This is an optimization exercise on Yosys and OpenROAD, whose aim is small area and a short achievable clock period, not a production implementation.
At most, simulation tests tie the RTL to the original design; equivalence was not proved.
Power figures rest on the tool's default switching activity, not on a simulated workload.

==> flow/design.v (excerpt) <==
module PE #(
  parameter integer PE_BUF_ADDR_WIDTH   = 5,
  parameter integer OP_WIDTH            = 16,
  parameter integer ACC_WIDTH           = 16,
  parameter         LAYER_NORM          = "NO"
)
(
  input  wire                                         clk,
  input  wire                                         reset,
  input  wire                                         mask,
  input  wire  [ 10+2*PE_BUF_ADDR_WIDTH -1 : 0 ]      ctrl,
  input  wire                                         src_2_sel,
  input  wire  [ OP_WIDTH             -1 : 0 ]        read_data_0,
  input  wire  [ OP_WIDTH             -1 : 0 ]        read_data_1,
  input  wire  [ OP_WIDTH             -1 : 0 ]        read_data_2,
  output wire  [ OP_WIDTH             -1 : 0 ]        lrn_center,
  output wire  [ OP_WIDTH             -1 : 0 ]        write_data,
  output wire  [ OP_WIDTH             -1 : 0 ]        pe_buffer_read_data,
  input  wire                                         pe_neuron_read_req,
  input  wire  [ OP_WIDTH             -1 : 0 ]        pe_neuron_write_data,
  input  wire                                         pe_neuron_write_req,
  input  wire  [ PE_BUF_ADDR_WIDTH    -1 : 0 ]        pe_neuron_write_addr,
  output wire                                         write_valid
);
==> module fifo, before the edit <==
module fifo
#(
    parameter   DATA_WIDTH          = 16,
    parameter   ADDR_WIDTH          = 4,
    parameter   RAM_DEPTH           = (1 << ADDR_WIDTH)
)(
    input  wire                         clk,
    input  wire                         reset,
    input  wire                         push,
    input  wire                         pop,
    input  wire [ DATA_WIDTH -1 : 0 ]   data_in,
    output reg  [ DATA_WIDTH -1 : 0 ]   data_out
);
reg     [ADDR_WIDTH  :0]        head;
reg     [DATA_WIDTH-1:0]        mem[0:RAM_DEPTH-1];
wire empty = head[ADDR_WIDTH];
wire full  = (head == RAM_DEPTH - 1);
wire do_push = push && !full;
wire do_pop  = pop && !empty;
always @ (posedge clk)
begin
  if (reset)
    head <= {(ADDR_WIDTH+1){1'b1}};
  else if (do_push && !do_pop)
    head <= head + 1;
  else if (do_pop && !do_push)
    head <= head - 1;
end
integer i;
always @ (posedge clk)
  if (do_push) begin
    mem[0] <= data_in;
    for (i = 1; i < RAM_DEPTH; i = i + 1)
      mem[i] <= mem[i-1];
  end
reg [DATA_WIDTH-1:0] rd_mux;
integer k;
always @(*) begin
  rd_mux = {DATA_WIDTH{1'b0}};
  for (k = 0; k < RAM_DEPTH; k = k + 1)
    rd_mux = rd_mux | (mem[k] & {DATA_WIDTH{head[ADDR_WIDTH-1:0] == k}});
end
always @ (posedge clk)
  if (do_pop)
    data_out <= rd_mux;
endmodule
clock: 6.5 ns
lec_check: 0
abc_clock_period_in_ps: 2800
cap_margin: 20
core_margin: 2
core_utilization: 60
setup_slack_margin: 4.0
slew_margin: 20
standard.sh (not shown) runs the stock make flow with config.mk's settings and CLKGATE_MAP_FILE= SYNTH_SCRIPT=/design/flow/synth_recipe.tcl, a recipe that flattens the netlist after the stock synthesis.
==> flow/flow/run.sh <==
#!/bin/bash
set -e
export BUFFER_PORTS_ARGS="-buffer_cell sky130_fd_sc_hd__buf_1"
export CTS_ARGS="-sink_clustering_enable -repair_clock_nets -sink_clustering_size 28 -sink_clustering_max_diameter 80 -dont_use_dummy_load"
bash standard.sh > standard.log 2>&1
Then changed:
--- a/flow/design.v
+++ b/flow/design.v
@@ -736,40 +736,42 @@
     input  wire                         reset,
     input  wire                         push,
     input  wire                         pop,
     input  wire [ DATA_WIDTH -1 : 0 ]   data_in,
     output reg  [ DATA_WIDTH -1 : 0 ]   data_out
 );
-reg     [ADDR_WIDTH  :0]        head;
+reg     [ADDR_WIDTH  :0]        wr_pointer;
+reg     [ADDR_WIDTH  :0]        rd_pointer;
 reg     [DATA_WIDTH-1:0]        mem[0:RAM_DEPTH-1];
-wire empty = head[ADDR_WIDTH];
-wire full  = (head == RAM_DEPTH - 1);
+wire empty = (wr_pointer == rd_pointer);
+wire full  = (wr_pointer == {~rd_pointer[ADDR_WIDTH], rd_pointer[ADDR_WIDTH-1:0]});
 wire do_push = push && !full;
 wire do_pop  = pop && !empty;
 always @ (posedge clk)
 begin
   if (reset)
-    head <= {(ADDR_WIDTH+1){1'b1}};
-  else if (do_push && !do_pop)
-    head <= head + 1;
-  else if (do_pop && !do_push)
-    head <= head - 1;
+    wr_pointer <= 0;
+  else if (do_push)
+    wr_pointer <= wr_pointer + 1;
 end
-integer i;
 always @ (posedge clk)
-  if (do_push) begin
-    mem[0] <= data_in;
-    for (i = 1; i < RAM_DEPTH; i = i + 1)
-      mem[i] <= mem[i-1];
-  end
+begin
+  if (reset)
+    rd_pointer <= 0;
+  else if (do_pop)
+    rd_pointer <= rd_pointer + 1;
+end
+always @ (posedge clk)
+  if (do_push)
+    mem[wr_pointer[ADDR_WIDTH-1:0]] <= data_in;
 reg [DATA_WIDTH-1:0] rd_mux;
 integer k;
 always @(*) begin
   rd_mux = {DATA_WIDTH{1'b0}};
   for (k = 0; k < RAM_DEPTH; k = k + 1)
-    rd_mux = rd_mux | (mem[k] & {DATA_WIDTH{head[ADDR_WIDTH-1:0] == k}});
+    rd_mux = rd_mux | (mem[k] & {DATA_WIDTH{rd_pointer[ADDR_WIDTH-1:0] == k}});
 end
 always @ (posedge clk)
   if (do_pop)
     data_out <= rd_mux;
 endmodule
 module activation #(
Outcome: Clock-buffer cell count falls by 1. Cell area shrinks by 0.39%. Core utilization climbs by 0.57 points. Hold slack improved by 0.0053 ns. Sequential share of layout area increases by 0.48 points. Synthesized cell count rises by 1.1%. Wire length came out lower by 1.3%. Power is lower by 13%. Die area came out lower by 0.38%. Cell count increases by 0.49%. Register-to-register slack loses 0.05 ns. Worst setup slack barely changes. Via count is about the same. Clock skew rises by 0.0051 ns.
Function was not checked in any run of this note: the RTL went through the layout flow alone.

* * *

PE, a different RTL version from the one above (not shown whole).
Size in the first run: about 2,700 cells after synthesis.
==> module ram, before the edit <==
module ram
#(
  parameter integer DATA_WIDTH    = 16,
  parameter integer ADDR_WIDTH    = 5
)
(
  input  wire                         clk,
  input  wire                         reset,
  input  wire                         s_read_req,
  input  wire [ ADDR_WIDTH  -1 : 0 ]  s_read_addr,
  output reg  [ DATA_WIDTH  -1 : 0 ]  s_read_data,
  input  wire                         s_write_req,
  input  wire [ ADDR_WIDTH  -1 : 0 ]  s_write_addr,
  input  wire [ DATA_WIDTH  -1 : 0 ]  s_write_data
);
  reg  [ DATA_WIDTH -1 : 0 ] mem [ 0 : (1<<ADDR_WIDTH)-1 ];
  reg  [ ADDR_WIDTH -1 : 0 ] rd_addr;
  reg  [ ADDR_WIDTH -1 : 0 ] wr_addr;
  reg  [ DATA_WIDTH -1 : 0 ] wr_data;
  reg                        rd_addr_v;
  reg                        wr_addr_v;
  always @(posedge clk) begin
    rd_addr_v <= s_read_req && !reset;
    wr_addr_v <= s_write_req && !reset;
    rd_addr   <= s_read_addr;
    wr_addr   <= s_write_addr;
    wr_data   <= s_write_data;
  end
  always @(posedge clk)
    if (wr_addr_v)
      mem[wr_addr] <= wr_data;
  reg  [ DATA_WIDTH -1 : 0 ] rd_mux;
  integer k;
  always @(*) begin
    rd_mux = {DATA_WIDTH{1'b0}};
    for (k = 0; k < (1<<ADDR_WIDTH); k = k + 1)
      rd_mux = rd_mux | (mem[k] & {DATA_WIDTH{rd_addr == k}});
  end
  always @(posedge clk)
    if (reset)
      s_read_data <= 0;
    else if (rd_addr_v)
      s_read_data <= rd_mux;
endmodule
==> module fifo, before the edit <==
module fifo
#(
    parameter   DATA_WIDTH          = 16,
    parameter   ADDR_WIDTH          = 4,
    parameter   RAM_DEPTH           = (1 << ADDR_WIDTH)
)(
    input  wire                         clk,
    input  wire                         reset,
    input  wire                         push,
    input  wire                         pop,
    input  wire [ DATA_WIDTH -1 : 0 ]   data_in,
    output reg  [ DATA_WIDTH -1 : 0 ]   data_out
);
reg     [ADDR_WIDTH  :0]        wr_pointer;
reg     [ADDR_WIDTH  :0]        rd_pointer;
reg     [DATA_WIDTH-1:0]        mem[0:RAM_DEPTH-1];
wire empty = (wr_pointer == rd_pointer);
wire full  = (wr_pointer == {~rd_pointer[ADDR_WIDTH], rd_pointer[ADDR_WIDTH-1:0]});
wire do_push = push && !full;
wire do_pop  = pop && !empty;
always @ (posedge clk)
begin
  if (reset)
    wr_pointer <= 0;
  else if (do_push)
    wr_pointer <= wr_pointer + 1;
end
always @ (posedge clk)
begin
  if (reset)
    rd_pointer <= 0;
  else if (do_pop)
    rd_pointer <= rd_pointer + 1;
end
always @ (posedge clk)
  if (do_push)
    mem[wr_pointer[ADDR_WIDTH-1:0]] <= data_in;
reg [DATA_WIDTH-1:0] rd_mux;
integer k;
always @(*) begin
  rd_mux = {DATA_WIDTH{1'b0}};
  for (k = 0; k < RAM_DEPTH; k = k + 1)
    rd_mux = rd_mux | (mem[k] & {DATA_WIDTH{rd_pointer[ADDR_WIDTH-1:0] == k}});
end
always @ (posedge clk)
  if (do_pop)
    data_out <= rd_mux;
endmodule
==> module activation, before the edit <==
module activation #(
  parameter OP_WIDTH  = 16
) (
  input  wire                                         clk,
  input  wire                                         enable,
  input  wire        [ OP_WIDTH           -1 : 0 ]    in,
  output wire        [ OP_WIDTH           -1 : 0 ]    out
);
reg [OP_WIDTH-1:0] activation_data;
wire signed [OP_WIDTH-1:0] in_s = in;
always @(posedge clk)
  if (enable)
    activation_data <= (in_s > 0) ? in : {OP_WIDTH{1'b0}};
  else
    activation_data <= in;
assign out = activation_data;
endmodule
Settings: LEC_CHECK=0, ABC_CLOCK_PERIOD_IN_PS=2800, CAP_MARGIN=20, CORE_MARGIN=2, CORE_UTILIZATION=60, CTS_CLUSTER_DIAMETER=80, CTS_CLUSTER_SIZE=28, SETUP_SLACK_MARGIN=3.9, SLEW_MARGIN=20; clock period 6.5 ns.
run.sh (not shown) runs the stock make flow with config.mk's settings and CLKGATE_MAP_FILE= SYNTH_SCRIPT=/design/flow/synth_recipe.tcl, a recipe that flattens the netlist after the stock synthesis.
Stock flow here: none of the scripts above is used.
Next try:
--- a/flow/design.v
+++ b/flow/design.v
@@ -756,35 +756,29 @@
   input  wire [ ADDR_WIDTH  -1 : 0 ]  s_write_addr,
   input  wire [ DATA_WIDTH  -1 : 0 ]  s_write_data
 );
   reg  [ DATA_WIDTH -1 : 0 ] mem [ 0 : (1<<ADDR_WIDTH)-1 ];
-  reg  [ ADDR_WIDTH -1 : 0 ] rd_addr;
-  reg  [ ADDR_WIDTH -1 : 0 ] wr_addr;
-  reg  [ DATA_WIDTH -1 : 0 ] wr_data;
-  reg                        rd_addr_v;
-  reg                        wr_addr_v;
-  always @(posedge clk) begin
-    rd_addr_v <= s_read_req && !reset;
-    wr_addr_v <= s_write_req && !reset;
-    rd_addr   <= s_read_addr;
-    wr_addr   <= s_write_addr;
-    wr_data   <= s_write_data;
-  end
-  always @(posedge clk)
-    if (wr_addr_v)
-      mem[wr_addr] <= wr_data;
+  reg  [ DATA_WIDTH -1 : 0 ] rd_data;
+  reg                        rd_v;
   reg  [ DATA_WIDTH -1 : 0 ] rd_mux;
   integer k;
   always @(*) begin
     rd_mux = {DATA_WIDTH{1'b0}};
     for (k = 0; k < (1<<ADDR_WIDTH); k = k + 1)
-      rd_mux = rd_mux | (mem[k] & {DATA_WIDTH{rd_addr == k}});
+      rd_mux = rd_mux | (mem[k] & {DATA_WIDTH{s_read_addr == k}});
+  end
+  always @(posedge clk) begin
+    rd_v    <= s_read_req && !reset;
+    rd_data <= rd_mux;
   end
   always @(posedge clk)
+    if (s_write_req && !reset)
+      mem[s_write_addr] <= s_write_data;
+  always @(posedge clk)
     if (reset)
       s_read_data <= 0;
-    else if (rd_addr_v)
-      s_read_data <= rd_mux;
+    else if (rd_v)
+      s_read_data <= rd_data;
 endmodule
 `timescale 1ns/1ps
 module fifo
 #(
@@ -798,18 +792,28 @@
     input  wire                         pop,
     input  wire [ DATA_WIDTH -1 : 0 ]   data_in,
     output reg  [ DATA_WIDTH -1 : 0 ]   data_out
 );
-reg     [ADDR_WIDTH  :0]        wr_pointer;
-reg     [ADDR_WIDTH  :0]        rd_pointer;
+reg     [ADDR_WIDTH-1:0]        wr_pointer;
+reg     [ADDR_WIDTH-1:0]        rd_pointer;
+reg     [ADDR_WIDTH  :0]        fifo_count;
 reg     [DATA_WIDTH-1:0]        mem[0:RAM_DEPTH-1];
-wire empty = (wr_pointer == rd_pointer);
-wire full  = (wr_pointer == {~rd_pointer[ADDR_WIDTH], rd_pointer[ADDR_WIDTH-1:0]});
+wire empty = (fifo_count == 0);
+wire full  = (fifo_count == RAM_DEPTH);
 wire do_push = push && !full;
 wire do_pop  = pop && !empty;
 always @ (posedge clk)
 begin
   if (reset)
+    fifo_count <= 0;
+  else if (do_push && !do_pop)
+    fifo_count <= fifo_count + 1;
+  else if (do_pop && !do_push)
+    fifo_count <= fifo_count - 1;
+end
+always @ (posedge clk)
+begin
+  if (reset)
     wr_pointer <= 0;
   else if (do_push)
     wr_pointer <= wr_pointer + 1;
 end
@@ -821,15 +825,15 @@
     rd_pointer <= rd_pointer + 1;
 end
 always @ (posedge clk)
   if (do_push)
-    mem[wr_pointer[ADDR_WIDTH-1:0]] <= data_in;
+    mem[wr_pointer] <= data_in;
 reg [DATA_WIDTH-1:0] rd_mux;
 integer k;
 always @(*) begin
   rd_mux = {DATA_WIDTH{1'b0}};
   for (k = 0; k < RAM_DEPTH; k = k + 1)
-    rd_mux = rd_mux | (mem[k] & {DATA_WIDTH{rd_pointer[ADDR_WIDTH-1:0] == k}});
+    rd_mux = rd_mux | (mem[k] & {DATA_WIDTH{rd_pointer == k}});
 end
 always @ (posedge clk)
   if (do_pop)
     data_out <= rd_mux;
@@ -842,12 +846,11 @@
   input  wire        [ OP_WIDTH           -1 : 0 ]    in,
   output wire        [ OP_WIDTH           -1 : 0 ]    out
 );
 reg [OP_WIDTH-1:0] activation_data;
-wire signed [OP_WIDTH-1:0] in_s = in;
 always @(posedge clk)
   if (enable)
-    activation_data <= (in_s > 0) ? in : {OP_WIDTH{1'b0}};
+    activation_data <= ($signed(in) > 0) ? in : {OP_WIDTH{1'b0}};
   else
     activation_data <= in;
 assign out = activation_data;
 endmodule
Result: The new run finished clean; total power came out higher by a few percent; routed wire length rises by roughly a tenth; synthesized cell count stays flat; clock-buffer cell count goes up by 5; critical path depth went up by 12; hold slack loses 0.012 ns.
No functional check of the RTL was part of the second run of this note.

what the ideal ports hide:
No port has a modelled driver above. Below, the same layouts with a new extraction and two added sets of constraints.
Step 1: set_driving_cell puts a clkbuf_16 on clk and a buf_2 on each other input, an assumption about the parent block.
Step 2 times the ports against the registers' clock, not the clock port: input delays grow and output delays shrink by t, the midpoint of the rising clock arrivals with the driver on.
Slacks: no drivers / after step 1 / after step 2; pairs: no drivers / after step 1.
| run | t, ns | slack for setup (ns) | worst setup path at the end | clock arrival spread, ns | cell pins on the clock port's net |
|---|---|---|---|---|---|
| the first run of note 1 | 0.682 | 3.900 / 3.859 / 3.311 | input to register | 0.070 / 0.070 | 1 |
| the second run of note 1 | 0.660 | 3.900 / 3.859 / 3.501 | input to register | 0.094 / 0.094 | 1 |
| the first run of note 2 | 0.700 | 3.900 / 3.851 / 3.275 | input to register | 0.042 / 0.042 | 1 |
| the second run of note 2 | 0.693 | 3.786 / 3.786 / 3.260 | input to register | 0.037 / 0.037 | 1 |
After both steps setup and hold are still met in every run listed. The setup slack of the first run of note 2, which loses most, moves by -0.049 ns with the drivers and by -0.625 ns with both steps.
